Background: an optimization exercise with open tools, aiming at small area, a short achievable clock period and few clock cycles. Do not read the settings as production practice. At most, simulation tests tie the RTL to the original design; equivalence was not proved. For runs 1 to 3, only the layout was checked, not whether the RTL still works. Power and IR drop assume default switching activity.

### flow/config.mk
export PLATFORM = sky130hd
export DESIGN_NAME = top
export DESIGN_NICKNAME = top
export VERILOG_FILES = /design/flow/design.v
export SDC_FILE = /design/flow/constraint.sdc
export NUM_CORES = 8
export LEC_CHECK = 0
export ABC_CLOCK_PERIOD_IN_PS = 3000
export CAP_MARGIN = 20
export CORE_MARGIN = 2
export CORE_UTILIZATION = 25
export PLACE_DENSITY = 0.45
export SETUP_SLACK_MARGIN = 5
export SLEW_MARGIN = 20
### flow/constraint.sdc
create_clock -name core_clock -period 10.0 [get_ports {clk}]
set_input_delay 2.0000 -clock core_clock [delete_from_list [all_inputs] [get_ports {clk}]]
set_output_delay 2.0000 -clock core_clock [all_outputs]
set_load 0.01 [all_outputs]
### flow/design.v
module sign_extend(
	input [15:0] imm,
	output [31:0] ext
);
assign ext = {{16{imm[15]}}, imm};
endmodule
module reg_file(
	input clk,
	input [31:0] r1_sel,
	input [31:0] r2_sel,
	input [4:0] r3_addr,
	input [31:0] r3_din,
	input r3_wr,
	output reg [31:0] r1_dout,
	output reg [31:0] r2_dout
);
reg [31:0] rf [0:31];
integer i;
always @(posedge clk)
	if (r3_wr)
		rf[r3_addr] <= r3_din;
always @(*) begin
	r1_dout = 32'd0;
	r2_dout = 32'd0;
	for (i = 0; i < 32; i = i + 1) begin
		r1_dout = r1_dout | ({32{r1_sel[i]}} & rf[i]);
		r2_dout = r2_dout | ({32{r2_sel[i]}} & rf[i]);
	end
end
endmodule
module alu(
	input [31:0] alu_a,
	input [31:0] alu_b,
	output [31:0] alu_out,
	output gtz
);
assign alu_out = alu_a + alu_b;
wire zero = ((alu_a ^ alu_b) == {alu_a[30:0] | alu_b[30:0], 1'b0});
assign gtz = ~alu_out[31] & ~zero;
endmodule
module pc(
	input [31:0] word,
	input [5:0] wpc,
	output redir,
	output [5:0] tgt
);
wire is_j = word[31:26] == 6'b000010;
wire is_b = word[31:26] == 6'b000111;
assign redir = is_j | (is_b & word[15]);
assign tgt = is_j ? word[5:0] : wpc + word[5:0] + 6'd1;
endmodule
module cu(
	input [5:0] op,
	output is_add,    
	output is_addi,
	output is_lw,
	output is_sw,
	output is_bgtz
);
assign is_addi = op == 6'b001000;
assign is_add = (op == 6'b000000) | is_addi;
assign is_lw = op == 6'b100011;
assign is_sw = op == 6'b101011;
assign is_bgtz = op == 6'b000111;
endmodule
module top(
	input clk, rst_n,
	output [5:0] mem_raddr,
	input [31:0] mem_rdata,
	output mem_we,
	output [5:0] mem_waddr,
	output [31:0] mem_wdata
);
localparam NB = 4;               
reg [5:0]  raddr_q;      
reg        ra_fetch;     
reg [5:0]  npc;          
reg        fvalid;       
reg [5:0]  fpc;          
reg        fhit;         
reg [NB-1:0] bv;
reg [5:0]  btag [0:NB-1];
reg [5:0]  btgt [0:NB-1];
reg [1:0]  brr;          
reg        svalid;
reg [31:0] sk_word;
reg [5:0]  spc;
reg        sredir;
reg        spend;
reg        dvalid;
reg [31:0] ir;
reg [31:0] dsel_a, dsel_b;
reg        fa_q, fb_q;   
reg [31:0] rv;           
reg [5:0]  dpc;
reg        dredir;       
reg        dpend;        
reg [5:0]  dtgt;         
reg        evalid;
reg        e_add, e_lw, e_sw, e_bgtz, e_j, e_pred;
reg [31:0] e_a, e_b;
reg [5:0]  e_maddr;
reg [4:0]  e_dest;
reg [5:0]  e_pc, e_tgt;
reg        we_q;         
reg        lwp;          
reg        lwb;          
reg [4:0]  lwp_dest, lwb_dest;
reg        kill;         
integer i;
wire       f_redir;
wire [5:0] f_tgt;
pc pd(.word(mem_rdata), .wpc(fpc), .redir(f_redir), .tgt(f_tgt));
wire       s_redir_unused;
wire [5:0] s_tgt;
pc pds(.word(sk_word), .wpc(spc), .redir(s_redir_unused), .tgt(s_tgt));
wire f_isb = mem_rdata[31:26] == 6'b000111;
wire [31:0] sum;
wire        gtz;
alu alu_1(.alu_a(e_a), .alu_b(e_b), .alu_out(sum), .gtz(gtz));
wire e_go = evalid & ~kill;
wire lw_issue = e_go & e_lw;        
wire lw_cancel = lwp & e_go & e_add & (e_dest == lwp_dest);
wire        rf_we = (e_go & e_add) | lwb;
wire [4:0]  rf_wa = lwb ? lwb_dest : e_dest;
wire [31:0] rf_wd = lwb ? mem_rdata : sum;
wire d_add, d_addi, d_lw, d_sw, d_bgtz;
cu dec(.op(ir[31:26]), .is_add(d_add), .is_addi(d_addi), .is_lw(d_lw),
       .is_sw(d_sw), .is_bgtz(d_bgtz));
wire d_j = ir[31:26] == 6'b000010;
wire [4:0] rs = ir[25:21];
wire [4:0] rt = ir[20:16];
wire [31:0] r1, r2;
reg_file register(
	.clk(clk),
	.r1_sel(dsel_a), .r2_sel(dsel_b),
	.r3_addr(rf_wa), .r3_din(rf_wd), .r3_wr(rf_we),
	.r1_dout(r1), .r2_dout(r2)
);
wire [31:0] simm;
sign_extend se(.imm(ir[15:0]), .ext(simm));
wire fwd_a = fa_q;
wire fwd_b = fb_q;
wire [31:0] opa = fwd_a ? rf_wd : r1;
wire [31:0] opb = (d_addi | d_lw) ? simm : fwd_b ? rf_wd : r2;
wire [5:0]  maddr_f = rf_wd[5:0] + ir[5:0];
wire [5:0]  maddr_r = r1[5:0] + ir[5:0];
wire [5:0]  maddr = fwd_a ? maddr_f : maddr_r;
wire dlive = dvalid & ~kill;
wire d_rs = d_add | d_addi | d_lw | d_sw | d_bgtz;
wire d_rt = (ir[31:26] == 6'b000000) | d_sw | d_bgtz;
wire lu = lw_issue & ((d_rs & rs == e_dest) | (d_rt & rt == e_dest));
wire dfire = dlive & ~lwp & ~lu & ~(lw_issue & dpend);
wire flive = fvalid & ~kill;
wire sw_hit = (dvalid & (dpc == e_maddr)) | (svalid & (spc == e_maddr)) |
              (fvalid & (fpc == e_maddr)) | (ra_fetch & (raddr_q == e_maddr));
wire e_mis = e_go & ((e_bgtz & (gtz ^ e_pred)) | (e_sw & sw_hit));
wire [5:0] e_alt = (e_pred | e_sw) ? e_pc + 6'd1 : e_tgt;
reg [NB-1:0] bhit;
reg [5:0]    bsel;
always @(*) begin
	bsel = 6'd0;
	for (i = 0; i < NB; i = i + 1) begin
		bhit[i] = bv[i] & (btag[i] == raddr_q);
		bsel = bsel | ({6{bhit[i]}} & btgt[i]);
	end
end
wire bpred = ra_fetch & (|bhit);
wire [5:0] succ = !ra_fetch ? npc : bpred ? bsel : raddr_q + 6'd1;
wire req_d  = dlive & dpend;
wire f_pend = f_redir & ~fhit;                  
wire take_d = ~lw_issue & req_d;                
wire [5:0] seq_addr = take_d ? dtgt : succ;
wire drop_f = lw_issue & lu & dlive;
reg [NB-1:0] bm_pc, bm_st;
always @(*)
	for (i = 0; i < NB; i = i + 1) begin
		bm_pc[i] = bv[i] & (btag[i] == e_pc);
		bm_st[i] = bv[i] & (btag[i] == e_maddr);
	end
wire b_ins = e_go & (e_j | (e_bgtz & gtz));
wire b_del = e_go & e_bgtz & ~gtz;
wire b_any = |bm_pc;
wire d_accept = ~dvalid | dfire;
wire [31:0] d_word = svalid ? sk_word : mem_rdata;    
wire [4:0] d_dest = (ir[31:26] == 6'b000000) ? ir[15:11] : rt;
wire [4:0] dest_next = lwp ? lwp_dest : d_dest;
wire       we_next = (dfire & d_add) | (lwp & ~lw_cancel);     
wire [4:0] rs_next = d_accept ? d_word[25:21] : rs;
wire [4:0] rt_next = d_accept ? d_word[20:16] : rt;
wire [31:0] rv_next = rv | ({31'd0, rf_we} << rf_wa);
wire f_keep = flive & ~take_d;                  
wire f_pt = f_redir | (fhit & f_isb);           
always @(posedge clk or negedge rst_n)
	if (!rst_n) begin
		rv <= 32'd0;
		ra_fetch <= 1'b1;
		npc <= 6'd0;
		fvalid <= 1'b0;
		fhit <= 1'b0;
		svalid <= 1'b0;
		dvalid <= 1'b0;
		dpend <= 1'b0;
		evalid <= 1'b0;
		we_q <= 1'b0;
		lwp <= 1'b0;
		lwb <= 1'b0;
		kill <= 1'b0;
		bv <= {NB{1'b0}};
		brr <= 2'd0;
	end else begin
		kill <= e_mis;
		lwp <= lw_issue;
		lwb <= lwp & ~lw_cancel;
		we_q <= dfire & d_sw & ~e_mis;
		evalid <= dfire;
		rv <= rv_next;
		if (lw_issue)
			npc <= drop_f ? (ra_fetch ? raddr_q : npc) : succ;
		ra_fetch <= ~lw_issue;
		fvalid <= ra_fetch & ~take_d & ~drop_f;
		fhit <= bpred;
		if (kill) begin
			dvalid <= 1'b0;
			svalid <= 1'b0;
			dpend <= 1'b0;
		end else if (d_accept) begin
			if (svalid) begin
				dvalid <= ~take_d;
				dpend <= spend & ~take_d;
				svalid <= f_keep;
			end else begin
				dvalid <= f_keep;
				dpend <= f_keep & f_pend;
			end
		end else begin
			if (take_d) begin
				dpend <= 1'b0;
				svalid <= 1'b0;
			end else
				svalid <= svalid | f_keep;
		end
		if (we_q)
			bv <= bv & ~bm_st;
		else if (b_del)
			bv <= bv & ~bm_pc;
		else if (b_ins) begin
			if (!b_any) begin
				bv[brr] <= 1'b1;
				brr <= brr + 2'd1;
			end
		end
	end
always @(posedge clk)
	if (b_ins && !b_any) begin
		btag[brr] <= e_pc;
		btgt[brr] <= e_tgt;
	end
always @(posedge clk)
	raddr_q <= !rst_n ? 6'd0 : e_mis ? e_alt : lw_issue ? sum[5:0] : seq_addr;
always @(posedge clk) begin
	fpc <= raddr_q;
	e_pc <= dpc;
	e_tgt <= dtgt;
	e_a <= opa;
	e_b <= opb;
	e_maddr <= maddr;
	e_add <= d_add;
	e_lw <= d_lw;
	e_sw <= d_sw;
	e_bgtz <= d_bgtz;
	e_j <= d_j;
	e_pred <= dredir;
	if (dfire)
		e_dest <= d_dest;
	lwp_dest <= e_dest;
	lwb_dest <= lwp_dest;
	dsel_a <= (32'd1 << rs_next) & rv_next;
	dsel_b <= (32'd1 << rt_next) & rv_next;
	fa_q <= we_next & (dest_next == rs_next);
	fb_q <= we_next & (dest_next == rt_next);
	if (d_accept) begin
		if (svalid) begin
			ir <= sk_word;
			dpc <= spc;
			dredir <= sredir;
			dtgt <= s_tgt;
		end else begin
			ir <= mem_rdata;
			dpc <= fpc;
			dredir <= f_pt;
			dtgt <= f_tgt;
		end
	end
	if (svalid ? d_accept : ~d_accept) begin
		sk_word <= mem_rdata;
		spc <= fpc;
		sredir <= f_pt;
		spend <= f_pend;
	end
end
assign mem_raddr = raddr_q;
assign mem_we = we_q;
assign mem_waddr = e_maddr;
assign mem_wdata = e_b;
endmodule
### flow/flow/run.sh
#!/bin/bash
set -euo pipefail
bash standard.sh synth > synth.log 2>&1
bash standard.sh SETUP_SLACK_MARGIN=6.8 \
  "CTS_ARGS=-sink_clustering_enable -repair_clock_nets -dont_use_dummy_load -sink_clustering_size 20 -sink_clustering_max_diameter 120" \
  finish > layout.log 2>&1
### flow/standard.sh
#!/bin/bash
# synth_recipe.tcl (not shown) runs the flow's synth.tcl, then flattens the netlist and writes it again
# the make line also repeats each setting of config.mk as NAME=value (left out here)
make -C /OpenROAD-flow-scripts/flow DESIGN_CONFIG=/design/flow/config.mk WORK_HOME=/design/flow/orfs CLKGATE_MAP_FILE= SYNTH_SCRIPT=/design/flow/synth_recipe.tcl "${@:-finish}"
==> results of run 1 <==
cell usage after synthesis (all sizes together), types with 8 or more instances:
| cell type | number |
|---|---|
| edfxtp | 1162 |
| a221oi | 330 |
| a22o | 317 |
| a22oi | 278 |
| clkbuf | 230 |
| dfxtp | 176 |
| a21oi | 154 |
| nor3 | 152 |
| inv | 149 |
| nand3 | 138 |
| nor2 | 127 |
| xnor2 | 125 |
| nand4 | 124 |
| nand2 | 115 |
| ha | 83 |
| xor2 | 73 |
| a222oi | 64 |
| mux2 | 55 |
| dfrtp | 54 |
| buf | 47 |
| o21ai | 46 |
| a21o | 39 |
| mux2i | 32 |
| a31oi | 20 |
| nor4 | 20 |
| or3 | 19 |
| o211ai | 14 |
| and2 | 11 |
| a2bb2oi | 10 |
| nor3b | 10 |
| o21bai | 9 |
| o22ai | 9 |
| and3 | 8 |
state kept, by name, summed over array words and instances, names as in the netlist, 24 cells and up:
register / cells
e_b: 32
dsel_b: 32
btgt: 24
rv: 32
dsel_a: 32
e_a: 32
btag: 24
ir: 32
register.rf: 1024
sk_word: 32
routing by layer:
layer  vias up  global-route usage (%)
met2      4643                   37.58
met3      1066                   9.202
met1     24800                   31.89
met5         -                       0
li1      18120                       -
met4        14                   12.09
report_power, final:
group | switching [W] | leakage, nW | internal, W
clock network | 0.00195 | 0.986 | 0.00143
logic | 0.00553 | 10.7 | 0.00362
registers | 0.000660 | 13.0 | 0.00821
kinds of logic after synthesis:
family	Yosys count	share of synthesized area, %
AO/OA/AOI/OAI	1346	17.89
flip-flops	1393	66.51
buffers and inverters	427	2.698
multiplexers	87	1.589
AND/OR/NAND/NOR	759	6.541
adder cells (fa/ha/maj)	87	1.870
XOR/XNOR	198	2.898
critical path, cell delays in order, from the launching register on:
cell and delay, ps:
dfxtp_2 1090, buf_4 630, a22o_1 210, a221oi_1 50, nand4_1 120, nor3_1 50
a21oi_1 930, nor2_1 170, a41oi_2 220
through the flow:
stage,hold slack (ps),setup slack (ps)
floorplan,323.3,6432
global placement,332.0,5390
detailed placement,330.1,5423
CTS,349.4,6544
global route,371.8,6480
finish,350.6,6451
area by class of cell:
class                   count  area (um^2)
diodes                      5        12.51
clock buffers              80         2002
fillers                 23590       164300
inverters                 150        631.9
multi-input cells        2486        21460
flip-flops and latches   1393        40060
well taps                3167         3963
repair buffers            476         5226
repair inverters           19        151.4
path summary, 6_finish.rpt:
kind | slack, ps | cells past startpoint | endpoint
worst max-delay path | 6450 | 8 | e_b[30]
worst min-delay path | 350 | 0 | e_pred
worst max register to register | 6450 | 8 | e_b[30]
worst min register to register | 350 | 0 | e_pred
max in group asynchronous | 7590 | 2 | rv[7]
min in group asynchronous | 1190 | 1 | brr[1]
what timing repair did:
| action | 4_1_cts | 5_1_grt |
|---|---|---|
| pin swaps | 117 | 93 |
| setup buffers | 144 | 71 |
| setup endpoints to repair | 2166 | 990 |
| resized for setup | 785 | 250 |
| gates cloned | 25 | 24 |
==> report_table.html, run 1 <==
<table>
<tr><th>Metric</th><th>Value</th></tr>
<tr><th colspan="2">Final layout</th></tr>
<tr><td>Total non-filler cell area in the finished layout</td><td>roughly 0.074 mm^2</td></tr>
<tr><td>Share of cells above drive strength 1</td><td>24.67%</td></tr>
<tr><td>Final Non-Filler Cells</td><td>7776</td></tr>
<tr><td>Final core utilization</td><td>30.90%</td></tr>
<tr><td>Most frequent cells in the layout</td><td>edfxtp_1, a221oi_1, a22o_1, a22oi_1, buf_4</td></tr>
<tr><td>Net count of the finished layout</td><td>4727</td></tr>
<tr><td>Commonest non-fill, non-tap cell in the layout</td><td>edfxtp_1</td></tr>
<tr><td>Synth-to-Final Area Change</td><td>22.86%</td></tr>
<tr><th colspan="2">Clock tree</th></tr>
<tr><td>Later-pin clock latency in the skew report</td><td>just under 800 ps</td></tr>
<tr><td>Post-CTS Hold Buffers</td><td>0</td></tr>
<tr><td>TritonCTS buffer count</td><td>80</td></tr>
<tr><td>CTS tree</td><td>built</td></tr>
<tr><td>Clock-pin slew on the worst setup and hold paths</td><td>~90 ps</td></tr>
<tr><td>Number of H-tree levels</td><td>3</td></tr>
<tr><td>Root Driver</td><td>clkbuf_16</td></tr>
<tr><td>Max Buffers Root-to-Sink</td><td>3</td></tr>
<tr><td>CTS sink count</td><td>1393</td></tr>
<tr><th colspan="2">Route</th></tr>
<tr><td>DR top layer</td><td>met5</td></tr>
<tr><td>Initial drt markers</td><td>slightly above 10000</td></tr>
<tr><td>Met2 WL</td><td>between 100000 and 150000 um</td></tr>
<tr><td>Wirelength per Cell</td><td>41.20 um</td></tr>
<tr><td>Routed wire length</td><td>~320000 um</td></tr>
<tr><td>Final routed DRC violation total</td><td>0</td></tr>
<tr><td>Residual antenna-violating net count after detailed routing</td><td>0</td></tr>
<tr><td>Routed vias</td><td>~49000</td></tr>
<tr><td>Met3 WL post-DR</td><td>between 40000 and 50000 um</td></tr>
<tr><td>Number of iterations in the first detailed-routing pass</td><td>23</td></tr>
<tr><td>Vias/cell</td><td>between 6 and 7</td></tr>
<tr><td>Routed metal-1 wire length</td><td>between 100000 and 150000 um</td></tr>
<tr><th colspan="2">Synth</th></tr>
<tr><td>Yosys warnings</td><td>2</td></tr>
<tr><td>Per-instance average area after synthesis</td><td>13.92 um^2</td></tr>
<tr><td>Async S/R FF share, synth</td><td>around 3.9%</td></tr>
<tr><td>Area share of the largest cell type after synthesis</td><td>between 50% and 60%</td></tr>
<tr><td>Leading post-synthesis cells by cell area</td><td>edfxtp_1, dfxtp_1, a221oi_1</td></tr>
<tr><td>Yosys reg bits</td><td>1393</td></tr>
<tr><td>Net count of the mapped netlist</td><td>between 4000 and 5000</td></tr>
<tr><td>Main flop type after synthesis</td><td>edfxtp_1</td></tr>
<tr><td>Cell count after synthesis</td><td>about 4300</td></tr>
<tr><td>Sequential share of the synthesized area</td><td>66.51%</td></tr>
<tr><td>Cell variety after synth</td><td>85</td></tr>
<tr><td>Library cell occupying the most area in the post-synthesis netlist</td><td>edfxtp_1</td></tr>
<tr><td>Cell Area, Synth</td><td>between 0.05 and 0.06 mm^2</td></tr>
<tr><td>Post-synth EDFFs</td><td>about 1200</td></tr>
<tr><th colspan="2">Setup path</th></tr>
<tr><td>Maximum fanout encountered on the critical timing path</td><td>17</td></tr>
<tr><td>Category of the worst setup path capture point</td><td>flop</td></tr>
<tr><td>Path type of the worst setup path</td><td>flop to flop</td></tr>
<tr><td>Data arrival time at the worst-slack endpoint</td><td>4240 ps</td></tr>
<tr><td>CP startpoint kind</td><td>flop</td></tr>
<tr><td>Endpoint required time on the critical path</td><td>about 11000 ps</td></tr>
<tr><td>First element of the critical path</td><td>dsel_b[21]</td></tr>
<tr><td>Worst reg2reg startpoint</td><td>dsel_b[21]</td></tr>
<tr><th colspan="2">Floorplanning</th></tr>
<tr><td>Number of core rows</td><td>179</td></tr>
<tr><td>Die width</td><td>~490 um</td></tr>
<tr><td>Core area</td><td>0.2379 mm^2</td></tr>
<tr><td>Effective utilization at floorplan</td><td>25.15%</td></tr>
<tr><td>Die area</td><td>~0.24 mm^2</td></tr>
<tr><td>Height of the chip</td><td>493.2 um</td></tr>
<tr><td>Number of placed I/O pins</td><td>79</td></tr>
<tr><th colspan="2">GRT</th></tr>
<tr><td>First-pass GRT wire length</td><td>417700 um</td></tr>
<tr><td>Residual overflow from global routing</td><td>0</td></tr>
<tr><td>Number of global-route vias before repair</td><td>around 46000</td></tr>
<tr><td>GRT Overall Usage</td><td>between 20% and 30%</td></tr>
<tr><td>Largest net degree at the start of global routing</td><td>58</td></tr>
<tr><td>Number of antenna violations at the first check in global routing</td><td>12</td></tr>
<tr><th colspan="2">Timing</th></tr>
<tr><td>Actual slew at the worst max-slew pin</td><td>1246 ps</td></tr>
<tr><td>Remaining max-slew budget at the tightest pin</td><td>between 10% and 20%</td></tr>
<tr><td>Unrepaired setup endpoints after global routing</td><td>yes</td></tr>
<tr><td>Maximum frequency from static timing analysis</td><td>between 200 and 300 MHz</td></tr>
<tr><td>Number of setup violations in the final report</td><td>0</td></tr>
<tr><td>Sum of negative setup slack</td><td>0 ps</td></tr>
<tr><td>Post-layout min period</td><td>~3500 ps</td></tr>
<tr><td>Number of endpoints with negative hold slack in the final report</td><td>0</td></tr>
<tr><td>Setup skew after layout</td><td>135.8 ps</td></tr>
<tr><td>Slew Viols, Final</td><td>0</td></tr>
<tr><td>Fin crit share</td><td>a little over a third</td></tr>
<tr><th colspan="2">Power and ir drop</th></tr>
<tr><td>P_leak</td><td>around 25 nW</td></tr>
<tr><td>Max VDD drop</td><td>~0.00018 V</td></tr>
<tr><td>Total power after layout</td><td>~0.021 W</td></tr>
<tr><td>PwrDens</td><td>slightly below 300 mW/mm^2</td></tr>
<tr><th colspan="2">Status</th></tr>
<tr><td>Outcome</td><td>no timing/DRC/antenna violations</td></tr>
<tr><th colspan="2">Min path</th></tr>
<tr><td>Hold Crit Class</td><td>flop to flop</td></tr>
<tr><td>Hold path startpoint</td><td>dredir</td></tr>
<tr><th colspan="2">Placement</th></tr>
<tr><td>Count of input and output buffers</td><td>roughly 80</td></tr>
<tr><td>Half-perimeter wire length after detailed placement</td><td>about 180000 um</td></tr>
<tr><td>Area post-placement</td><td>~0.065 mm^2</td></tr>
<tr><td>Dpl cells</td><td>7426</td></tr>
<tr><td>Gp weighted congestion</td><td>~0.89</td></tr>
<tr><th colspan="2">Job</th></tr>
<tr><td>Count of max-cap constraint violations</td><td>0</td></tr>
</table>
==> inputs of run 2 (changes only) <==
--- a/flow/design.v
+++ b/flow/design.v
@@ -142,7 +142,7 @@
 wire fwd_a = fa_q;
 wire fwd_b = fb_q;
 wire [31:0] opa = fwd_a ? rf_wd : r1;
-wire [31:0] opb = (d_addi | d_lw) ? simm : fwd_b ? rf_wd : r2;
+wire [31:0] opb = d_addi ? simm : fwd_b ? rf_wd : r2;
 wire [5:0]  maddr_f = rf_wd[5:0] + ir[5:0];
 wire [5:0]  maddr_r = r1[5:0] + ir[5:0];
 wire [5:0]  maddr = fwd_a ? maddr_f : maddr_r;
@@ -257,7 +257,7 @@
 		btgt[brr] <= e_tgt;
 	end
 always @(posedge clk)
-	raddr_q <= !rst_n ? 6'd0 : e_mis ? e_alt : lw_issue ? sum[5:0] : seq_addr;
+	raddr_q <= !rst_n ? 6'd0 : e_mis ? e_alt : lw_issue ? e_maddr : seq_addr;
 always @(posedge clk) begin
 	fpc <= raddr_q;
 	e_pc <= dpc;
==> report_table.html, run 2 <==
<table>
<tr><th>Metric</th><th>Value</th></tr>
<tr><th colspan="2">Status</th></tr>
<tr><td>Outcome</td><td>no timing/DRC/antenna violations</td></tr>
<tr><th colspan="2">Synth</th></tr>
<tr><td>Per-instance average area after synthesis</td><td>about 14 um^2</td></tr>
<tr><td>Net count of the mapped netlist</td><td>approximately 4400</td></tr>
<tr><td>Cell with the most instances after synthesis</td><td>edfxtp_1</td></tr>
<tr><td>Area share of the largest cell type after synthesis</td><td>58.39%</td></tr>
<tr><td>Leading post-synthesis cells by cell area</td><td>edfxtp_1, dfxtp_1, a221oi_1</td></tr>
<tr><td>Post-synth EDFFs</td><td>about 1200</td></tr>
<tr><td>Main flop type after synthesis</td><td>edfxtp_1</td></tr>
<tr><td>Library cell occupying the most area in the post-synthesis netlist</td><td>edfxtp_1</td></tr>
<tr><td>Sequential share of the synthesized area</td><td>between 60% and 70%</td></tr>
<tr><td>Async S/R FF share, synth</td><td>between 3 and 4%</td></tr>
<tr><td>Most used standard cells in the synthesized netlist</td><td>edfxtp_1, a221oi_1, a22o_1, a22oi_1, clkbuf_1</td></tr>
<tr><td>Yosys warnings</td><td>2</td></tr>
<tr><td>Yosys reg bits</td><td>about 1400</td></tr>
<tr><td>Cell Area, Synth</td><td>0.05976 mm^2</td></tr>
<tr><td>Cell variety after synth</td><td>87</td></tr>
<tr><td>Cell count after synthesis</td><td>4286</td></tr>
<tr><th colspan="2">Setup path</th></tr>
<tr><td>Endpoint required time on the critical path</td><td>roughly 10000 ps</td></tr>
<tr><td>Data arrival time at the worst-slack endpoint</td><td>3770 ps</td></tr>
<tr><td>Worst reg2reg startpoint</td><td>e_b[31]</td></tr>
<tr><td>Slowest cell on crit path</td><td>xor2_1</td></tr>
<tr><td>Maximum fanout encountered on the critical timing path</td><td>8</td></tr>
<tr><td>Critical path's largest stage delay</td><td>~860 ps</td></tr>
<tr><td>Cells along the critical path</td><td>xor2_1 -&gt; xnor2_1 -&gt; nor3_1 -&gt; nand4_1 -&gt; buf_4 -&gt; nand2_1 -&gt; mux2i_4 -&gt; nand2_2 -&gt; a211oi_4 -&gt; buf_6 -&gt; and2_4</td></tr>
<tr><td>CP startpoint kind</td><td>flop</td></tr>
<tr><td>Buffering stage count on the worst path with inverters included</td><td>2</td></tr>
<tr><td>Category of the worst setup path capture point</td><td>flop</td></tr>
<tr><td>First element of the critical path</td><td>e_b[31]</td></tr>
<tr><td>Top delay family on crit path</td><td>XOR/XNOR gates</td></tr>
<tr><td>Path type of the worst setup path</td><td>flop to flop</td></tr>
<tr><th colspan="2">Floorplanning</th></tr>
<tr><td>Number of placed I/O pins</td><td>a little under 80</td></tr>
<tr><td>Die area</td><td>0.2430 mm^2</td></tr>
<tr><td>Effective utilization at floorplan</td><td>roughly a quarter</td></tr>
<tr><td>Die width</td><td>just under 500 um</td></tr>
<tr><td>Core area</td><td>around 0.24 mm^2</td></tr>
<tr><td>Height of the chip</td><td>between 400 and 500 um</td></tr>
<tr><td>Number of core rows</td><td>179</td></tr>
<tr><th colspan="2">Job</th></tr>
<tr><td>Count of max-cap constraint violations</td><td>0</td></tr>
<tr><th colspan="2">GRT</th></tr>
<tr><td>Residual overflow from global routing</td><td>0</td></tr>
<tr><td>GRT Overall Usage</td><td>between 20% and 30%</td></tr>
<tr><td>Largest net degree at the start of global routing</td><td>between 60 and 70</td></tr>
<tr><td>Number of global-route vias before repair</td><td>about 45000</td></tr>
<tr><td>First-pass GRT wire length</td><td>412900 um</td></tr>
<tr><td>Number of antenna violations at the first check in global routing</td><td>16</td></tr>
<tr><th colspan="2">Timing</th></tr>
<tr><td>Sum of negative setup slack</td><td>0 ps</td></tr>
<tr><td>Unrepaired setup endpoints after global routing</td><td>yes</td></tr>
<tr><td>Remaining max-slew budget at the tightest pin</td><td>around a fifth</td></tr>
<tr><td>Number of endpoints with negative hold slack in the final report</td><td>0</td></tr>
<tr><td>Slew Viols, Final</td><td>0</td></tr>
<tr><td>Maximum frequency from static timing analysis</td><td>approximately 300 MHz</td></tr>
<tr><td>Fin crit share</td><td>33.79%</td></tr>
<tr><td>Number of setup violations in the final report</td><td>0</td></tr>
<tr><td>Actual slew at the worst max-slew pin</td><td>1209 ps</td></tr>
<tr><td>Post-layout min period</td><td>around 3400 ps</td></tr>
<tr><td>Setup skew after layout</td><td>around 90 ps</td></tr>
<tr><th colspan="2">Placement</th></tr>
<tr><td>Gp weighted congestion</td><td>about 0.90</td></tr>
<tr><td>Count of input and output buffers</td><td>78</td></tr>
<tr><td>Half-perimeter wire length after detailed placement</td><td>172600 um</td></tr>
<tr><td>Area post-placement</td><td>~0.065 mm^2</td></tr>
<tr><th colspan="2">Power and ir drop</th></tr>
<tr><td>PwrDens</td><td>236.5 mW/mm^2</td></tr>
<tr><td>Max VDD drop</td><td>~0.00014 V</td></tr>
<tr><td>P_leak</td><td>around 23 nW</td></tr>
<tr><th colspan="2">Final layout</th></tr>
<tr><td>Synth-to-Final Area Change</td><td>18.48%</td></tr>
<tr><td>Commonest non-fill, non-tap cell in the layout</td><td>edfxtp_1</td></tr>
<tr><td>Most frequent cells in the layout</td><td>edfxtp_1, a221oi_1, a22o_1, a22oi_1, buf_4</td></tr>
<tr><td>Net count of the finished layout</td><td>approximately 4600</td></tr>
<tr><td>Share of cells above drive strength 1</td><td>~20%</td></tr>
<tr><td>Number of flip-flops in the largest register</td><td>about 1000</td></tr>
<tr><td>Total non-filler cell area in the finished layout</td><td>between 0.07 and 0.08 mm^2</td></tr>
<tr><td>Number of fillers in the final layout</td><td>around 24000</td></tr>
<tr><td>Register with the most flip-flops</td><td>register.rf</td></tr>
<tr><th colspan="2">Clock tree</th></tr>
<tr><td>Number of H-tree levels</td><td>3</td></tr>
<tr><td>TritonCTS buffer count</td><td>slightly below 80</td></tr>
<tr><td>Max Buffers Root-to-Sink</td><td>3</td></tr>
<tr><td>Clock-pin slew on the worst setup and hold paths</td><td>90 ps</td></tr>
<tr><td>Post-CTS Hold Buffers</td><td>0</td></tr>
<tr><td>Later-pin clock latency in the skew report</td><td>about 760 ps</td></tr>
<tr><td>Root Driver</td><td>clkbuf_16</td></tr>
<tr><td>CTS tree</td><td>built</td></tr>
<tr><td>CTS sink count</td><td>approximately 1400</td></tr>
<tr><th colspan="2">Route</th></tr>
<tr><td>Wirelength per Cell</td><td>41.21 um</td></tr>
<tr><td>Final routed DRC violation total</td><td>0</td></tr>
<tr><td>Residual antenna-violating net count after detailed routing</td><td>0</td></tr>
<tr><td>Routed wire length</td><td>316100 um</td></tr>
<tr><td>Number of iterations in the first detailed-routing pass</td><td>27</td></tr>
<tr><td>Vias/cell</td><td>between 6 and 7</td></tr>
<tr><td>Routed vias</td><td>48360</td></tr>
<tr><td>Initial drt markers</td><td>roughly 10000</td></tr>
<tr><th colspan="2">Min path</th></tr>
<tr><td>Hold Crit Class</td><td>flop to flop</td></tr>
<tr><td>Hold path startpoint</td><td>dredir</td></tr>
</table>
==> run 2: cell types whose count changed after synthesis, sizes merged, moves of 11 or more <==
cell	delta
a21oi	-14
a221oi	-14
a22o	-13
a22oi	+16
mux2i	+12
nand3	-22
nand4	+14
nor3	-35
nor4	+11
o21ai	+30
xnor2	-22
xor2	+21
==> run 2: path summary, 6_finish.rpt <==
check / end / slack [ps] / cells past startpoint
setup / recovery: btgt[3][3] / 6620 / 11
hold / removal: e_pred / 350 / 0
setup reg to reg: btgt[3][3] / 6620 / 11
hold reg to reg: e_pred / 350 / 0
max in group asynchronous: lwb / 7790 / 2
min in group asynchronous: we_q / 1540 / 2
==> run 2: kinds of logic after synthesis <==
kind of cell | after synthesis | share of synthesized area (%)
AO/OA/AOI/OAI | 1357 | 17.90
XOR/XNOR | 197 | 2.887
adder cells (fa/ha/maj) | 87 | 1.872
buffers and inverters | 432 | 2.787
flip-flops | 1393 | 66.59
multiplexers | 93 | 1.736
AND/OR/NAND/NOR | 727 | 6.223
==> run 2: metrics by stage <==
stage | total power, W | setup slack, ps | cells | hold slack [ps] | utilization [%]
floorplan | 0.01028 | 6440 | 4286 | 323.3 | -
global placement | 0.01218 | 5170 | 7403 | 336.8 | 27.35
detailed placement | 0.01219 | 5175 | 7407 | 333.9 | 27.38
CTS | 0.01614 | 6582 | 7593 | 352.3 | 29.18
global route | 0.01719 | 6529 | 7663 | 356.4 | 29.76
finish | 0.01674 | 6621 | 7670 | 350.3 | 29.77
==> run 2: metal layers <==
| layer | part of all wire, % | GRT usage, % | up-vias |
|---|---|---|---|
| met2 | 42 | 36.90 | 4563 |
| met3 | 14 | 8.455 | 1218 |
| li1 | - | - | 17870 |
| met5 | 0.050 | 0.1370 | - |
| met4 | 7.2 | 14.52 | 18 |
| met1 | 37 | 31.02 | 24690 |
==> run 2: repair_timing <==
action                     in CTS  in global routing
pin swaps                      46                 48
setup endpoints to repair    2030                963
resized for setup             618                201
cloned                         21                 17
buffers inserted               86                 49
==> run 2: final cells by class <==
cell class                 count  area (um^2)  area share (%)
sequential                  1393        40020           56.53
multi-input combinational   2474        20130           28.43
tap                         3167         3963           5.597
timing repair buffer         376         3925           5.544
clock buffer                  79         1977           2.792
inverter                     154        625.6          0.8836
timing repair inverter        18        135.1          0.1909
antenna                        9        22.52         0.03181
==> run 2: report_power, final <==
| part | switching (W) | internal (W) |
|---|---|---|
| combinational | 0.00345 | 0.00184 |
| clock | 0.00196 | 0.00141 |
| sequential | 0.000458 | 0.00762 |
| total | 0.00588 | 0.0109 |
==> inputs of run 3 (changes only) <==
==> flow/flow/run.sh (replaced) <==
#!/bin/bash
set -euo pipefail
bash standard.sh synth > synth.log 2>&1
bash standard.sh SETUP_SLACK_MARGIN=6.8 \
  "CTS_ARGS=-sink_clustering_enable -repair_clock_nets -dont_use_dummy_load -sink_clustering_size 20 -sink_clustering_max_diameter 120" \
  POST_GLOBAL_ROUTE_TCL=$PWD/flow/post_grt.tcl \
  finish > layout.log 2>&1
==> flow/flow/post_grt.tcl (new file) <==
# A second round of setup repair on global-route parasitics, before detailed
# routing (same margin as the standard round).
log_cmd global_route -start_incremental
repair_timing_helper -setup
log_cmd detailed_placement
log_cmd global_route -end_incremental
log_cmd estimate_parasitics -global_routing
report_worst_slack -max
==> report_table.html, run 3 <==
<table>
<tr><th>Metric</th><th>Value</th></tr>
<tr><th colspan="2">Synth</th></tr>
<tr><td>Yosys reg bits</td><td>1393</td></tr>
<tr><td>Cell count after synthesis</td><td>4286</td></tr>
<tr><td>Per-instance average area after synthesis</td><td>between 10 and 15 um^2</td></tr>
<tr><td>Most used standard cells in the synthesized netlist</td><td>edfxtp_1, a221oi_1, a22o_1, a22oi_1, clkbuf_1</td></tr>
<tr><td>Area share of the largest cell type after synthesis</td><td>between 50% and 60%</td></tr>
<tr><td>Main flop type after synthesis</td><td>edfxtp_1</td></tr>
<tr><td>Net count of the mapped netlist</td><td>~4400</td></tr>
<tr><td>Cell variety after synth</td><td>between 80 and 90</td></tr>
<tr><td>Sequential share of the synthesized area</td><td>66.59%</td></tr>
<tr><td>Library cell occupying the most area in the post-synthesis netlist</td><td>edfxtp_1</td></tr>
<tr><td>Yosys warnings</td><td>2</td></tr>
<tr><td>Leading post-synthesis cells by cell area</td><td>edfxtp_1, dfxtp_1, a221oi_1</td></tr>
<tr><td>Async S/R FF share, synth</td><td>3.948%</td></tr>
<tr><td>Cell Area, Synth</td><td>0.05976 mm^2</td></tr>
<tr><td>Cell with the most instances after synthesis</td><td>edfxtp_1</td></tr>
<tr><td>Post-synth EDFFs</td><td>1162</td></tr>
<tr><th colspan="2">Placement</th></tr>
<tr><td>Half-perimeter wire length after detailed placement</td><td>172600 um</td></tr>
<tr><td>Gp weighted congestion</td><td>between 0.8 and 0.9</td></tr>
<tr><td>Count of input and output buffers</td><td>78</td></tr>
<tr><th colspan="2">Setup path</th></tr>
<tr><td>Slowest cell on crit path</td><td>a2bb2oi_2</td></tr>
<tr><td>Cells along the critical path</td><td>ha_4 -&gt; fa_2 -&gt; a211oi_4 -&gt; o21ai_4 -&gt; and4_1 -&gt; a211o_4 -&gt; a21oi_4 -&gt; buf_6 -&gt; xnor2_4 -&gt; o21ai_4 -&gt; buf_12 -&gt; buf_12 -&gt; a2bb2oi_2</td></tr>
<tr><td>Category of the worst setup path capture point</td><td>flop</td></tr>
<tr><td>Data arrival time at the worst-slack endpoint</td><td>~4100 ps</td></tr>
<tr><td>Endpoint required time on the critical path</td><td>around 11000 ps</td></tr>
<tr><td>Critical path's largest stage delay</td><td>between 400 and 500 ps</td></tr>
<tr><td>CP startpoint kind</td><td>flop</td></tr>
<tr><td>Path type of the worst setup path</td><td>flop to flop</td></tr>
<tr><td>Maximum fanout encountered on the critical timing path</td><td>6</td></tr>
<tr><th colspan="2">Floorplanning</th></tr>
<tr><td>Die area</td><td>roughly 0.24 mm^2</td></tr>
<tr><td>Die width</td><td>roughly 490 um</td></tr>
<tr><td>Number of core rows</td><td>179</td></tr>
<tr><td>Core area</td><td>0.2379 mm^2</td></tr>
<tr><td>Number of placed I/O pins</td><td>approximately 80</td></tr>
<tr><td>Height of the chip</td><td>492.9 um</td></tr>
<tr><td>Effective utilization at floorplan</td><td>25.12%</td></tr>
<tr><th colspan="2">Job</th></tr>
<tr><td>Count of max-cap constraint violations</td><td>0</td></tr>
<tr><th colspan="2">Final layout</th></tr>
<tr><td>Number of flip-flops in the largest register</td><td>approximately 1000</td></tr>
<tr><td>Register with the most flip-flops</td><td>register.rf</td></tr>
<tr><td>Net count of the finished layout</td><td>4632</td></tr>
<tr><td>Most frequent cells in the layout</td><td>edfxtp_1, a221oi_1, a22o_1, a22oi_1, buf_4</td></tr>
<tr><td>Share of cells above drive strength 1</td><td>20.18%</td></tr>
<tr><td>Commonest non-fill, non-tap cell in the layout</td><td>edfxtp_1</td></tr>
<tr><td>Synth-to-Final Area Change</td><td>19.13%</td></tr>
<tr><td>Number of fillers in the final layout</td><td>23760</td></tr>
<tr><th colspan="2">Power and ir drop</th></tr>
<tr><td>Internal portion of total power</td><td>approximately 0.011 W</td></tr>
<tr><td>Register share of total power</td><td>47.7%</td></tr>
<tr><td>P_leak</td><td>23.41 nW</td></tr>
<tr><td>Clk pwr share</td><td>between 15 and 20%</td></tr>
<tr><td>NetSw</td><td>0.005951 W</td></tr>
<tr><td>PwrDens</td><td>between 200 and 250 mW/mm^2</td></tr>
<tr><td>Sw frac</td><td>roughly a third</td></tr>
<tr><td>Total power after layout</td><td>roughly 0.017 W</td></tr>
<tr><td>Logic gate share of total power</td><td>32.4%</td></tr>
<tr><td>Max VDD drop</td><td>approximately 0.00014 V</td></tr>
<tr><th colspan="2">Clock tree</th></tr>
<tr><td>Count of buffers added by post-CTS timing repair for setup</td><td>86</td></tr>
<tr><td>Later-pin clock latency in the skew report</td><td>between 700 and 800 ps</td></tr>
<tr><td>CTS sink count</td><td>between 1000 and 1500</td></tr>
<tr><td>Post-CTS Hold Buffers</td><td>0</td></tr>
<tr><td>TritonCTS buffer count</td><td>just under 80</td></tr>
<tr><td>Number of H-tree levels</td><td>3</td></tr>
<tr><td>Clock-pin slew on the worst setup and hold paths</td><td>~100 ps</td></tr>
<tr><td>Root Driver</td><td>clkbuf_16</td></tr>
<tr><td>CTS tree</td><td>built</td></tr>
<tr><td>Max Buffers Root-to-Sink</td><td>3</td></tr>
<tr><td>Post-CTS resize count</td><td>about 600</td></tr>
<tr><th colspan="2">Timing</th></tr>
<tr><td>Number of setup violations in the final report</td><td>0</td></tr>
<tr><td>Maximum frequency from static timing analysis</td><td>288.1 MHz</td></tr>
<tr><td>Slew Viols, Final</td><td>0</td></tr>
<tr><td>Remaining max-slew budget at the tightest pin</td><td>between 10% and 20%</td></tr>
<tr><td>Sum of negative setup slack</td><td>0 ps</td></tr>
<tr><td>Post-layout min period</td><td>roughly 3500 ps</td></tr>
<tr><td>Setup skew after layout</td><td>roughly 94 ps</td></tr>
<tr><td>Fin crit share</td><td>34.71%</td></tr>
<tr><td>Number of endpoints with negative hold slack in the final report</td><td>0</td></tr>
<tr><td>Actual slew at the worst max-slew pin</td><td>roughly 1200 ps</td></tr>
<tr><th colspan="2">Route</th></tr>
<tr><td>Initial drt markers</td><td>about 9900</td></tr>
<tr><td>Routed vias</td><td>about 48000</td></tr>
<tr><td>Final routed DRC violation total</td><td>0</td></tr>
<tr><td>Vias/cell</td><td>6.309</td></tr>
<tr><td>Routed wire length</td><td>about 320000 um</td></tr>
<tr><td>Wirelength per Cell</td><td>between 40 and 50 um</td></tr>
<tr><td>Number of iterations in the first detailed-routing pass</td><td>27</td></tr>
<tr><td>Residual antenna-violating net count after detailed routing</td><td>0</td></tr>
<tr><th colspan="2">GRT</th></tr>
<tr><td>Largest net degree at the start of global routing</td><td>68</td></tr>
<tr><td>Number of global-route vias before repair</td><td>roughly 45000</td></tr>
<tr><td>First-pass GRT wire length</td><td>between 400000 and 500000 um</td></tr>
<tr><td>Number of antenna violations at the first check in global routing</td><td>16</td></tr>
<tr><td>Residual overflow from global routing</td><td>0</td></tr>
<tr><td>GRT Overall Usage</td><td>~25%</td></tr>
<tr><th colspan="2">Min path</th></tr>
<tr><td>Hold Crit Class</td><td>flop to flop</td></tr>
<tr><th colspan="2">Status</th></tr>
<tr><td>Outcome</td><td>no timing/DRC/antenna violations</td></tr>
</table>
run 3: cell count changes in the layout (fill, tap and decap cells not counted), sizes merged:
cell	before	now
buf	335	346
clkbuf	94	97
diode	9	8
nand2	129	130
run 3: cells by family (layout without fill, tap and decap cells):
family / after synthesis / after routing / share of synthesized area (%)
XOR/XNOR: 197 / 197 / 2.887
AND/OR/NAND/NOR: 727 / 739 / 6.223
AO/OA/AOI/OAI: 1357 / 1357 / 17.90
buffers and inverters: 432 / 641 / 2.787
multiplexers: 93 / 95 / 1.736
other: 0 / 8 / 0
adder cells (fa/ha/maj): 87 / 87 / 1.872
flip-flops: 1393 / 1393 / 66.59
run 3: power by group through the flow:
stage	Clock (W)	Combinational [W]	Sequential, W
finish	0.00338	0.00548	0.00808
CTS	0.00339	0.00467	0.00808
detailed placement	0	0.00385	0.00835
global placement	0	0.00384	0.00834
floorplan	0	0.00231	0.00797
run 3: worst paths after layout:
kind | cells past startpoint | slack (ps) | to | from
setup / recovery | 13 | 6530 | e_a[26] | e_b[0]
hold / removal | 0 | 350 | e_pred | dredir
setup reg to reg | 13 | 6530 | e_a[26] | e_b[0]
hold reg to reg | 0 | 350 | e_pred | dredir
max in group asynchronous | 2 | 7780 | lwb | rst_n
min in group asynchronous | 2 | 1530 | we_q | rst_n
run 3: per-layer routing:
metal  global-route usage [%]  up-vias  wire length (um)
met1                    31.02    24590            116100
met4                    14.52       16             22980
met3                    8.455     1250             45530
met5                   0.1370        -               152
li1                         -    17890                 -
met2                    36.90     4729            132000
run 3: final cells by class:
cell class	count	area (um^2)	area share [%]
repair buffers	390	4190	5.886
multi-input cells	2475	20250	28.45
diodes	8	20.02	0.02812
inverters	154	625.6	0.8788
flip-flops and latches	1393	40030	56.23
well taps	3167	3963	5.566
clock buffers	79	1977	2.777
repair inverters	18	135.1	0.1898
run 3: critical path: cells and delay by family (launching register included):
family | cells | cell delay [ps]
buf+inv | 3 | 420
compound gates | 6 | 1710
fa+ha+maj | 2 | 590
flops | 1 | 370
xor+xnor | 1 | 70
simple gates | 1 | 170
run 3: through the flow:
step	std cells	hold WS [ps]	setup WS (ps)	util, %	cell area, um^2
after floorplan	4286	323.3	6440	-	59990
after global placement	7403	336.8	5170	27.35	65060
after detailed placement	7407	333.9	5175	27.38	65120
after CTS	7593	352.3	6582	29.18	69410
final	7684	351.1	6529	29.93	71190
==> inputs of run 4 (changes only) <==
--- a/flow/design.v
+++ b/flow/design.v
@@ -82,6 +82,8 @@
 reg [5:0]  btag [0:NB-1];
 reg [5:0]  btgt [0:NB-1];
 reg [1:0]  brr;          
+reg        ins_q;        
+reg [5:0]  ins_pc, ins_tgt;   
 reg        svalid;
 reg [31:0] sk_word;
 reg [5:0]  spc;
@@ -181,6 +183,8 @@
 wire b_ins = e_go & (e_j | (e_bgtz & gtz));
 wire b_del = e_go & e_bgtz & ~gtz;
 wire b_any = |bm_pc;
+wire ins_ok = ins_q & ~(we_q & (e_maddr == ins_pc)) & ~(b_del & (e_pc == ins_pc));
+wire [NB-1:0] b_clr = we_q ? bm_st : b_del ? bm_pc : {NB{1'b0}};
 wire d_accept = ~dvalid | dfire;
 wire [31:0] d_word = svalid ? sk_word : mem_rdata;    
 wire [4:0] d_dest = (ir[31:26] == 6'b000000) ? ir[15:11] : rt;
@@ -208,6 +212,7 @@
 		kill <= 1'b0;
 		bv <= {NB{1'b0}};
 		brr <= 2'd0;
+		ins_q <= 1'b0;
 	end else begin
 		kill <= e_mis;
 		lwp <= lw_issue;
@@ -240,22 +245,21 @@
 			end else
 				svalid <= svalid | f_keep;
 		end
-		if (we_q)
-			bv <= bv & ~bm_st;
-		else if (b_del)
-			bv <= bv & ~bm_pc;
-		else if (b_ins) begin
-			if (!b_any) begin
-				bv[brr] <= 1'b1;
-				brr <= brr + 2'd1;
-			end
-		end
+		ins_q <= b_ins & ~b_any;
+		if (ins_q) begin
+			bv <= (bv & ~b_clr & ~(4'd1 << brr)) | ({3'd0, ins_ok} << brr);
+			brr <= brr + 2'd1;
+		end else
+			bv <= bv & ~b_clr;
 	end
-always @(posedge clk)
-	if (b_ins && !b_any) begin
-		btag[brr] <= e_pc;
-		btgt[brr] <= e_tgt;
+always @(posedge clk) begin
+	if (ins_q) begin
+		btag[brr] <= ins_pc;
+		btgt[brr] <= ins_tgt;
 	end
+	ins_pc <= e_pc;
+	ins_tgt <= e_tgt;
+end
 always @(posedge clk)
 	raddr_q <= !rst_n ? 6'd0 : e_mis ? e_alt : lw_issue ? e_maddr : seq_addr;
 always @(posedge clk) begin
==> flow/flow/run.sh (replaced) <==
#!/bin/bash
set -euo pipefail
bash standard.sh synth > synth.log 2>&1
bash standard.sh SETUP_SLACK_MARGIN=6.8 \
  "CTS_ARGS=-sink_clustering_enable -repair_clock_nets -dont_use_dummy_load -sink_clustering_size 20 -sink_clustering_max_diameter 120" \
  finish > layout.log 2>&1
removed: flow/flow/post_grt.tcl
==> report_table.html, run 4 <==
<table>
<tr><th>Metric</th><th>Value</th></tr>
<tr><th colspan="2">Status</th></tr>
<tr><td>Outcome</td><td>no timing/DRC/antenna violations</td></tr>
<tr><th colspan="2">Synth</th></tr>
<tr><td>Cell Area, Synth</td><td>approximately 0.060 mm^2</td></tr>
<tr><td>Per-instance average area after synthesis</td><td>between 10 and 15 um^2</td></tr>
<tr><td>Main flop type after synthesis</td><td>edfxtp_1</td></tr>
<tr><td>Post-synth EDFFs</td><td>about 1200</td></tr>
<tr><td>Cell variety after synth</td><td>between 80 and 90</td></tr>
<tr><td>Most used standard cells in the synthesized netlist</td><td>edfxtp_1, a221oi_1, a22o_1, a22oi_1, clkbuf_1</td></tr>
<tr><td>Sequential share of the synthesized area</td><td>roughly 66%</td></tr>
<tr><td>Leading post-synthesis cells by cell area</td><td>edfxtp_1, dfxtp_1, a221oi_1</td></tr>
<tr><td>Area share of the largest cell type after synthesis</td><td>57.85%</td></tr>
<tr><td>Yosys warnings</td><td>2</td></tr>
<tr><td>Async S/R FF share, synth</td><td>3.983%</td></tr>
<tr><td>Cell with the most instances after synthesis</td><td>edfxtp_1</td></tr>
<tr><td>Yosys reg bits</td><td>roughly 1400</td></tr>
<tr><td>Net count of the mapped netlist</td><td>roughly 4500</td></tr>
<tr><td>Library cell occupying the most area in the post-synthesis netlist</td><td>edfxtp_1</td></tr>
<tr><td>Cell count after synthesis</td><td>between 4000 and 5000</td></tr>
<tr><th colspan="2">Clock tree</th></tr>
<tr><td>CTS sink count</td><td>about 1400</td></tr>
<tr><td>Number of H-tree levels</td><td>3</td></tr>
<tr><td>Clock-pin slew on the worst setup and hold paths</td><td>~90 ps</td></tr>
<tr><td>CTS tree</td><td>built</td></tr>
<tr><td>Post-CTS Hold Buffers</td><td>0</td></tr>
<tr><td>TritonCTS buffer count</td><td>80</td></tr>
<tr><td>Root Driver</td><td>clkbuf_16</td></tr>
<tr><td>Later-pin clock latency in the skew report</td><td>770 ps</td></tr>
<tr><td>Max Buffers Root-to-Sink</td><td>3</td></tr>
<tr><th colspan="2">Final layout</th></tr>
<tr><td>Synth-to-Final Area Change</td><td>18.86%</td></tr>
<tr><td>Net count of the finished layout</td><td>4684</td></tr>
<tr><td>Total non-filler cell area in the finished layout</td><td>~0.07 mm^2</td></tr>
<tr><td>Number of flip-flops in the largest register</td><td>approximately 1000</td></tr>
<tr><td>Sequential standard cell area</td><td>0.04031 mm^2</td></tr>
<tr><td>Area of the multi-input gates</td><td>approximately 0.02 mm^2</td></tr>
<tr><td>Final core utilization</td><td>between 20% and 30%</td></tr>
<tr><td>Register with the most flip-flops</td><td>register.rf</td></tr>
<tr><td>Share of cells above drive strength 1</td><td>20.13%</td></tr>
<tr><td>Commonest non-fill, non-tap cell in the layout</td><td>edfxtp_1</td></tr>
<tr><td>Most frequent cells in the layout</td><td>edfxtp_1, a22o_1, a221oi_1, a22oi_1, buf_4</td></tr>
<tr><td>Number of fillers in the final layout</td><td>roughly 24000</td></tr>
<tr><th colspan="2">Timing</th></tr>
<tr><td>Setup skew after layout</td><td>roughly 80 ps</td></tr>
<tr><td>Remaining max-slew budget at the tightest pin</td><td>a little under a fifth</td></tr>
<tr><td>Fin crit share</td><td>about 33%</td></tr>
<tr><td>Sum of negative setup slack</td><td>0 ps</td></tr>
<tr><td>Actual slew at the worst max-slew pin</td><td>1214 ps</td></tr>
<tr><td>Slew Viols, Final</td><td>0</td></tr>
<tr><td>Post-layout min period</td><td>approximately 3300 ps</td></tr>
<tr><td>Worst Slack Setup Final</td><td>6664 ps</td></tr>
<tr><td>Number of setup violations in the final report</td><td>0</td></tr>
<tr><td>Unrepaired setup endpoints after global routing</td><td>yes</td></tr>
<tr><td>Number of endpoints with negative hold slack in the final report</td><td>0</td></tr>
<tr><td>Maximum frequency from static timing analysis</td><td>299.8 MHz</td></tr>
<tr><th colspan="2">GRT</th></tr>
<tr><td>Number of antenna violations at the first check in global routing</td><td>25</td></tr>
<tr><td>GR Util met3</td><td>roughly 10%</td></tr>
<tr><td>Largest net degree at the start of global routing</td><td>69</td></tr>
<tr><td>GRT Overall Usage</td><td>roughly 26%</td></tr>
<tr><td>Busiest layer in global routing</td><td>met2</td></tr>
<tr><td>Met1 GRT Util</td><td>31.49%</td></tr>
<tr><td>First-pass GRT wire length</td><td>425000 um</td></tr>
<tr><td>Residual overflow from global routing</td><td>0</td></tr>
<tr><td>Met2 routing resource usage after global routing</td><td>between 30% and 40%</td></tr>
<tr><td>Number of global-route vias before repair</td><td>around 46000</td></tr>
<tr><th colspan="2">Power and ir drop</th></tr>
<tr><td>Internal portion of total power</td><td>between 0.01 and 0.015 W</td></tr>
<tr><td>Logic gate share of total power</td><td>between 30% and 40%</td></tr>
<tr><td>Sw frac</td><td>between 30% and 40%</td></tr>
<tr><td>Clk pwr share</td><td>around a fifth</td></tr>
<tr><td>Max VDD drop</td><td>0.0001552 V</td></tr>
<tr><td>PwrDens</td><td>about 240 mW/mm^2</td></tr>
<tr><td>NetSw</td><td>approximately 0.0063 W</td></tr>
<tr><td>Register share of total power</td><td>~48%</td></tr>
<tr><td>P_leak</td><td>23.71 nW</td></tr>
<tr><th colspan="2">Floorplanning</th></tr>
<tr><td>Core area</td><td>~0.24 mm^2</td></tr>
<tr><td>Die width</td><td>around 500 um</td></tr>
<tr><td>Number of placed I/O pins</td><td>roughly 80</td></tr>
<tr><td>Height of the chip</td><td>495.2 um</td></tr>
<tr><td>Number of core rows</td><td>180</td></tr>
<tr><td>Effective utilization at floorplan</td><td>roughly 25%</td></tr>
<tr><td>Die area</td><td>roughly 0.25 mm^2</td></tr>
<tr><th colspan="2">Setup path</th></tr>
<tr><td>Critical path's largest stage delay</td><td>~440 ps</td></tr>
<tr><td>Top delay family on crit path</td><td>flip-flops</td></tr>
<tr><td>Category of the worst setup path capture point</td><td>primary output</td></tr>
<tr><td>Buffering stage count on the worst path with inverters included</td><td>1</td></tr>
<tr><td>Data arrival time at the worst-slack endpoint</td><td>about 1300 ps</td></tr>
<tr><td>Endpoint required time on the critical path</td><td>around 8000 ps</td></tr>
<tr><td>Slowest cell on crit path</td><td>dfxtp_4</td></tr>
<tr><td>CP startpoint kind</td><td>flop</td></tr>
<tr><td>Path type of the worst setup path</td><td>flop to primary output</td></tr>
<tr><td>Maximum fanout encountered on the critical timing path</td><td>2</td></tr>
<tr><td>Cells along the critical path</td><td>buf_6</td></tr>
<tr><th colspan="2">Route</th></tr>
<tr><td>Vias/cell</td><td>between 6 and 7</td></tr>
<tr><td>Wirelength per Cell</td><td>between 40 and 50 um</td></tr>
<tr><td>Routed wire length</td><td>approximately 330000 um</td></tr>
<tr><td>Number of iterations in the first detailed-routing pass</td><td>10</td></tr>
<tr><td>Final routed DRC violation total</td><td>0</td></tr>
<tr><td>Routed vias</td><td>slightly below 50000</td></tr>
<tr><td>Residual antenna-violating net count after detailed routing</td><td>0</td></tr>
<tr><td>Initial drt markers</td><td>between 10000 and 15000</td></tr>
<tr><th colspan="2">Placement</th></tr>
<tr><td>Dpl ws</td><td>between 5000 and 6000 ps</td></tr>
<tr><td>Gp weighted congestion</td><td>between 0.9 and 1</td></tr>
<tr><td>Area post-placement</td><td>about 0.066 mm^2</td></tr>
<tr><td>Half-perimeter wire length after detailed placement</td><td>~180000 um</td></tr>
<tr><td>Count of input and output buffers</td><td>78</td></tr>
<tr><th colspan="2">Min path</th></tr>
<tr><td>Hold Crit Class</td><td>flop to flop</td></tr>
<tr><th colspan="2">Job</th></tr>
<tr><td>Count of max-cap constraint violations</td><td>0</td></tr>
</table>
==> run 4: area by class of cell <==
type	instances	share of cell area [%]
antenna	12	0.04189
clock buffer	80	2.792
inverter	149	0.8692
multi-input combinational	2516	28.62
sequential	1406	56.22
tap	3185	5.559
timing repair buffer	398	5.768
timing repair inverter	12	0.1292
==> run 4: metrics by stage <==
| stage | hold slack, ps | cells | power, W |
|---|---|---|---|
| finish | 353.2 | 7758 | 0.01750 |
| global route | 367.1 | 7747 | 0.01799 |
| CTS | 359.6 | 7668 | 0.01684 |
| detailed placement | 345.5 | 7485 | 0.01292 |
| global placement | 337.8 | 7484 | 0.01291 |
| floorplan | 323.3 | 4347 | 0.01073 |
==> run 4: cell families (layout without fill, tap and decap cells) <==
group	Yosys count	count (layout)	share of synthesized area (%)
AO/OA/AOI/OAI	1367	1371	17.85
XOR/XNOR	200	200	2.904
adder cells (fa/ha/maj)	87	87	1.855
buffers and inverters	431	639	2.699
flip-flops	1406	1406	66.42
multiplexers	83	84	1.533
other	0	12	0
AND/OR/NAND/NOR	773	774	6.738
==> run 4: path summary, 6_finish.rpt <==
path	from	endpoint	slack, ps	depth (start not counted)
setup reg to reg	e_b[2]	register.rf[16][7]	6690	10
max in group asynchronous	rst_n	lwb	7700	2
hold / removal	e_tgt[4]	ins_tgt[4]	350	0
hold reg to reg	e_tgt[4]	ins_tgt[4]	350	0
setup / recovery	e_b[15]	mem_wdata[15]	6660	1
min in group asynchronous	rst_n	bv[0]	1510	2
==> run 4: what timing repair did <==
item                                   in CTS  in global routing
cloned                                      9                 15
setup endpoints to repair                2055                862
setup buffers                              94                 62
resized for setup                         624                199
endpoints found under the hold margin       0                  0
pin swaps                                  44                 33
==> run 4: routing by layer <==
layer | share of wire [%] | vias up
li1 | - | 18150
met1 | 35 | 24810
met2 | 42 | 5019
met3 | 15 | 1340
met4 | 7.1 | 24
met5 | 0.13 | -
==> run 4: power by group through the flow <==
stage / clock network (W) / registers, W / logic, W
floorplan: 0 / 0.00815 / 0.00258
global route: 0.00360 / 0.00839 / 0.00600
CTS: 0.00341 / 0.00833 / 0.00509
detailed placement: 0 / 0.00858 / 0.00433
global placement: 0 / 0.00859 / 0.00432
finish: 0.00340 / 0.00834 / 0.00576
==> run 4: worst register-to-register path, stage by stage (launching register included) <==
cell	delay, ps
dfxtp_2	330
buf_4	130
ha_1	250
a211oi_2	360
o21bai_4	160
buf_4	170
a21o_1	170
a211oi_1	270
a21oi_1	90
mux2i_2	510
clkinvlp_4	520
Testbench counts of run 4, summed over its fixed seeds: cycles 18,487.
==> inputs of run 5 (changes only) <==
==> flow/flow/run.sh (replaced) <==
#!/bin/bash
set -euo pipefail
bash standard.sh synth > synth.log 2>&1
bash standard.sh SETUP_SLACK_MARGIN=6.7 \
  "CTS_ARGS=-sink_clustering_enable -repair_clock_nets -dont_use_dummy_load -sink_clustering_size 20 -sink_clustering_max_diameter 120" \
  finish > layout.log 2>&1
==> report_table.html, run 5 <==
<table>
<tr><th>Metric</th><th>Value</th></tr>
<tr><th colspan="2">GRT</th></tr>
<tr><td>First-pass GRT wire length</td><td>~420000 um</td></tr>
<tr><td>Number of antenna violations at the first check in global routing</td><td>17</td></tr>
<tr><td>Residual overflow from global routing</td><td>0</td></tr>
<tr><td>Number of global-route vias before repair</td><td>45680</td></tr>
<tr><td>Largest net degree at the start of global routing</td><td>between 60 and 70</td></tr>
<tr><td>GRT Overall Usage</td><td>~25%</td></tr>
<tr><th colspan="2">Timing</th></tr>
<tr><td>Setup skew after layout</td><td>roughly 110 ps</td></tr>
<tr><td>Sum of negative setup slack</td><td>0 ps</td></tr>
<tr><td>Unrepaired setup endpoints after global routing</td><td>yes</td></tr>
<tr><td>Worst Slack Setup Final</td><td>6637 ps</td></tr>
<tr><td>Post-layout min period</td><td>~3400 ps</td></tr>
<tr><td>Slew Viols, Final</td><td>0</td></tr>
<tr><td>Maximum frequency from static timing analysis</td><td>slightly below 300 MHz</td></tr>
<tr><td>Actual slew at the worst max-slew pin</td><td>1262 ps</td></tr>
<tr><td>Worst hold margin</td><td>352.5 ps</td></tr>
<tr><td>Fin crit share</td><td>33.63%</td></tr>
<tr><td>Number of endpoints with negative hold slack in the final report</td><td>0</td></tr>
<tr><th colspan="2">Synth</th></tr>
<tr><td>Leading post-synthesis cells by cell area</td><td>edfxtp_1, dfxtp_1, a221oi_1</td></tr>
<tr><td>Net count of the mapped netlist</td><td>approximately 4500</td></tr>
<tr><td>Main flop type after synthesis</td><td>edfxtp_1</td></tr>
<tr><td>Yosys warnings</td><td>2</td></tr>
<tr><td>Library cell occupying the most area in the post-synthesis netlist</td><td>edfxtp_1</td></tr>
<tr><td>Cell variety after synth</td><td>between 80 and 90</td></tr>
<tr><td>Cell with the most instances after synthesis</td><td>edfxtp_1</td></tr>
<tr><td>Xor and xnor fraction of the mapped netlist area</td><td>roughly 2.9%</td></tr>
<tr><td>Post-synthesis mux area share</td><td>between 1.5 and 2%</td></tr>
<tr><td>Yosys reg bits</td><td>about 1400</td></tr>
<tr><td>Post-synthesis adder-cell area fraction</td><td>1.855%</td></tr>
<tr><th colspan="2">Route</th></tr>
<tr><td>Routed vias</td><td>about 49000</td></tr>
<tr><td>Final routed DRC violation total</td><td>0</td></tr>
<tr><td>Routed wire length</td><td>322200 um</td></tr>
<tr><td>Wirelength per Cell</td><td>roughly 42 um</td></tr>
<tr><td>Residual antenna-violating net count after detailed routing</td><td>0</td></tr>
<tr><td>Number of iterations in the first detailed-routing pass</td><td>13</td></tr>
<tr><th colspan="2">Final layout</th></tr>
<tr><td>Commonest non-fill, non-tap cell in the layout</td><td>edfxtp_1</td></tr>
<tr><td>Synth-to-Final Area Change</td><td>16.64%</td></tr>
<tr><td>Net count of the finished layout</td><td>between 4000 and 5000</td></tr>
<tr><td>Area of the multi-input gates</td><td>roughly 0.02 mm^2</td></tr>
<tr><td>Most frequent cells in the layout</td><td>edfxtp_1, a22o_1, a221oi_1, a22oi_1, buf_4</td></tr>
<tr><td>Final Non-Filler Cells</td><td>between 7000 and 8000</td></tr>
<tr><td>Number of flip-flops in the largest register</td><td>about 1000</td></tr>
<tr><td>Total non-filler cell area in the finished layout</td><td>slightly above 0.07 mm^2</td></tr>
<tr><th colspan="2">Job</th></tr>
<tr><td>Count of max-cap constraint violations</td><td>0</td></tr>
<tr><th colspan="2">Setup path</th></tr>
<tr><td>CP startpoint kind</td><td>flop</td></tr>
<tr><td>Data arrival time at the worst-slack endpoint</td><td>about 4000 ps</td></tr>
<tr><td>Endpoint required time on the critical path</td><td>~11000 ps</td></tr>
<tr><td>Path type of the worst setup path</td><td>flop to flop</td></tr>
<tr><td>Maximum fanout encountered on the critical timing path</td><td>21</td></tr>
<tr><th colspan="2">Clock tree</th></tr>
<tr><td>Post-CTS Hold Buffers</td><td>0</td></tr>
<tr><td>Max Buffers Root-to-Sink</td><td>3</td></tr>
<tr><td>CTS sink count</td><td>around 1400</td></tr>
<tr><td>Root Driver</td><td>clkbuf_16</td></tr>
<tr><td>TritonCTS buffer count</td><td>81</td></tr>
<tr><td>Later-pin clock latency in the skew report</td><td>between 700 and 800 ps</td></tr>
<tr><td>Number of H-tree levels</td><td>3</td></tr>
<tr><td>CTS tree</td><td>built</td></tr>
<tr><th colspan="2">Floorplanning</th></tr>
<tr><td>Number of placed I/O pins</td><td>79</td></tr>
<tr><td>Number of core rows</td><td>180</td></tr>
<tr><td>Die area</td><td>between 0.2 and 0.25 mm^2</td></tr>
<tr><td>Core area</td><td>approximately 0.24 mm^2</td></tr>
<tr><td>Height of the chip</td><td>495.2 um</td></tr>
<tr><th colspan="2">Status</th></tr>
<tr><td>Outcome</td><td>no timing/DRC/antenna violations</td></tr>
<tr><th colspan="2">Placement</th></tr>
<tr><td>Area post-placement</td><td>approximately 0.066 mm^2</td></tr>
<tr><td>Gp weighted congestion</td><td>between 0.9 and 1</td></tr>
<tr><td>Dpl cells</td><td>7473</td></tr>
<tr><td>Count of input and output buffers</td><td>78</td></tr>
<tr><td>Dpl ws</td><td>around 5300 ps</td></tr>
<tr><td>Half-perimeter wire length after detailed placement</td><td>178800 um</td></tr>
<tr><th colspan="2">Min path</th></tr>
<tr><td>Hold Crit Class</td><td>flop to flop</td></tr>
<tr><th colspan="2">Power and ir drop</th></tr>
<tr><td>PwrDens</td><td>about 240 mW/mm^2</td></tr>
<tr><td>Max VDD drop</td><td>~0.00014 V</td></tr>
</table>
[run 5: changes by cell type in the layout (fill, tap and decap cells not counted), moves of 6 or more]
cell	delta
nand2_1	+7
dfxtp_2	-8
buf_12	-12
buf_8	-7
buf_6	-23
buf_4	-41
inv_1	+6
o21ai_0	+6
buf_2	+21
[run 5: layout make-up]
cell class	count	share of cell area (%)
Antenna cell	14	0.04980
Clock buffer	81	2.881
Inverter	149	0.8608
Multi-Input combinational cell	2513	28.55
Sequential cell	1406	57.30
Tap cell	3185	5.665
Timing Repair Buffer	333	4.571
Timing Repair inverter	11	0.1174
[run 5: logic make-up (layout without fill, tap and decap cells)]
family / after synthesis / after routing
DFF: 1406 / 1406
AOI/OAI and AO/OA: 1367 / 1367
and+or+nand+nor: 773 / 775
buffers and inverters: 431 / 574
xor gates and xnor gates: 200 / 200
adders and majority gates: 87 / 87
muxes: 83 / 84
other: 0 / 14
[run 5: layer usage]
| layer | global-route usage, % | wire (um) | share of wire, % |
|---|---|---|---|
| met3 | 8.895 | 46090 | 14 |
| met1 | 31.74 | 117700 | 37 |
| met4 | 13.60 | 21160 | 6.6 |
| met2 | 37.66 | 137100 | 43 |
| met5 | 0.09785 | 145 | 0.045 |
[run 5: power by group]
| group | switching (W) | internal (W) |
|---|---|---|
| logic | 0.00353 | 0.00179 |
| clock network | 0.00200 | 0.00144 |
| registers | 0.000565 | 0.00779 |
[run 5: repair_timing]
| action | in CTS | in global routing |
|---|---|---|
| resized for setup | 497 | 151 |
| endpoints found under the setup margin | 1864 | 659 |
| cloned | 9 | 8 |
| buffers inserted | 74 | 32 |
| pin swaps | 25 | 32 |
[run 5: final timing paths]
check                         end  slack [ps]  startpoint  cells after the start
max                        e_b[1]        6640  dsel_b[27]                      7
max in group asynchronous     lwb        7730       rst_n                      2
min in group asynchronous   ins_q        1550       rst_n                      2
min                        e_pred         350      dredir                      0
min reg2reg                e_pred         350      dredir                      0
max reg2reg                e_b[1]        6640  dsel_b[27]                      7
[run 5: worst max-delay path, cell delays in order (launching register included)]
cell      delay, ps
dfxtp_2         610
buf_4           530
a22o_1          280
a221oi_1        250
nand3_1         110
nor3_1          990
a221o_1         280
o21ai_0         110
[run 5: through the flow]
step | total power, W | utilization [%]
CTS | 0.01666 | 28.84
global route | 0.01762 | 29.26
floorplan | 0.01070 | -
detailed placement | 0.01285 | 27.31
global placement | 0.01283 | 27.30
finish | 0.01712 | 29.28

[separate check: timing with driven ports]
Ports are ideal in the flow. The routed layouts listed here were re-timed in OpenROAD.
Step 1, drivers: a clkbuf_16 drives clk and a buf_2 each remaining input, both assumed.
Step 2 times the ports against the registers' clock, not the clock port: input delays grow and output delays shrink by t, the midpoint of the rising clock arrivals with the driver on.
a / b / c = ideal ports / drivers / drivers and shift; a / b = the first two.
run	t (ns)	setup slack, ns
run 1	0.806	6.451 / 6.438 / 5.955
run 2	0.814	6.621 / 6.567 / 6.020
run 3	0.815	6.529 / 6.529 / 6.014
run 4	0.825	6.664 / 6.570 / 5.958
run 5	0.803	6.637 / 6.573 / 5.887
After both steps every run listed still meets setup and hold.
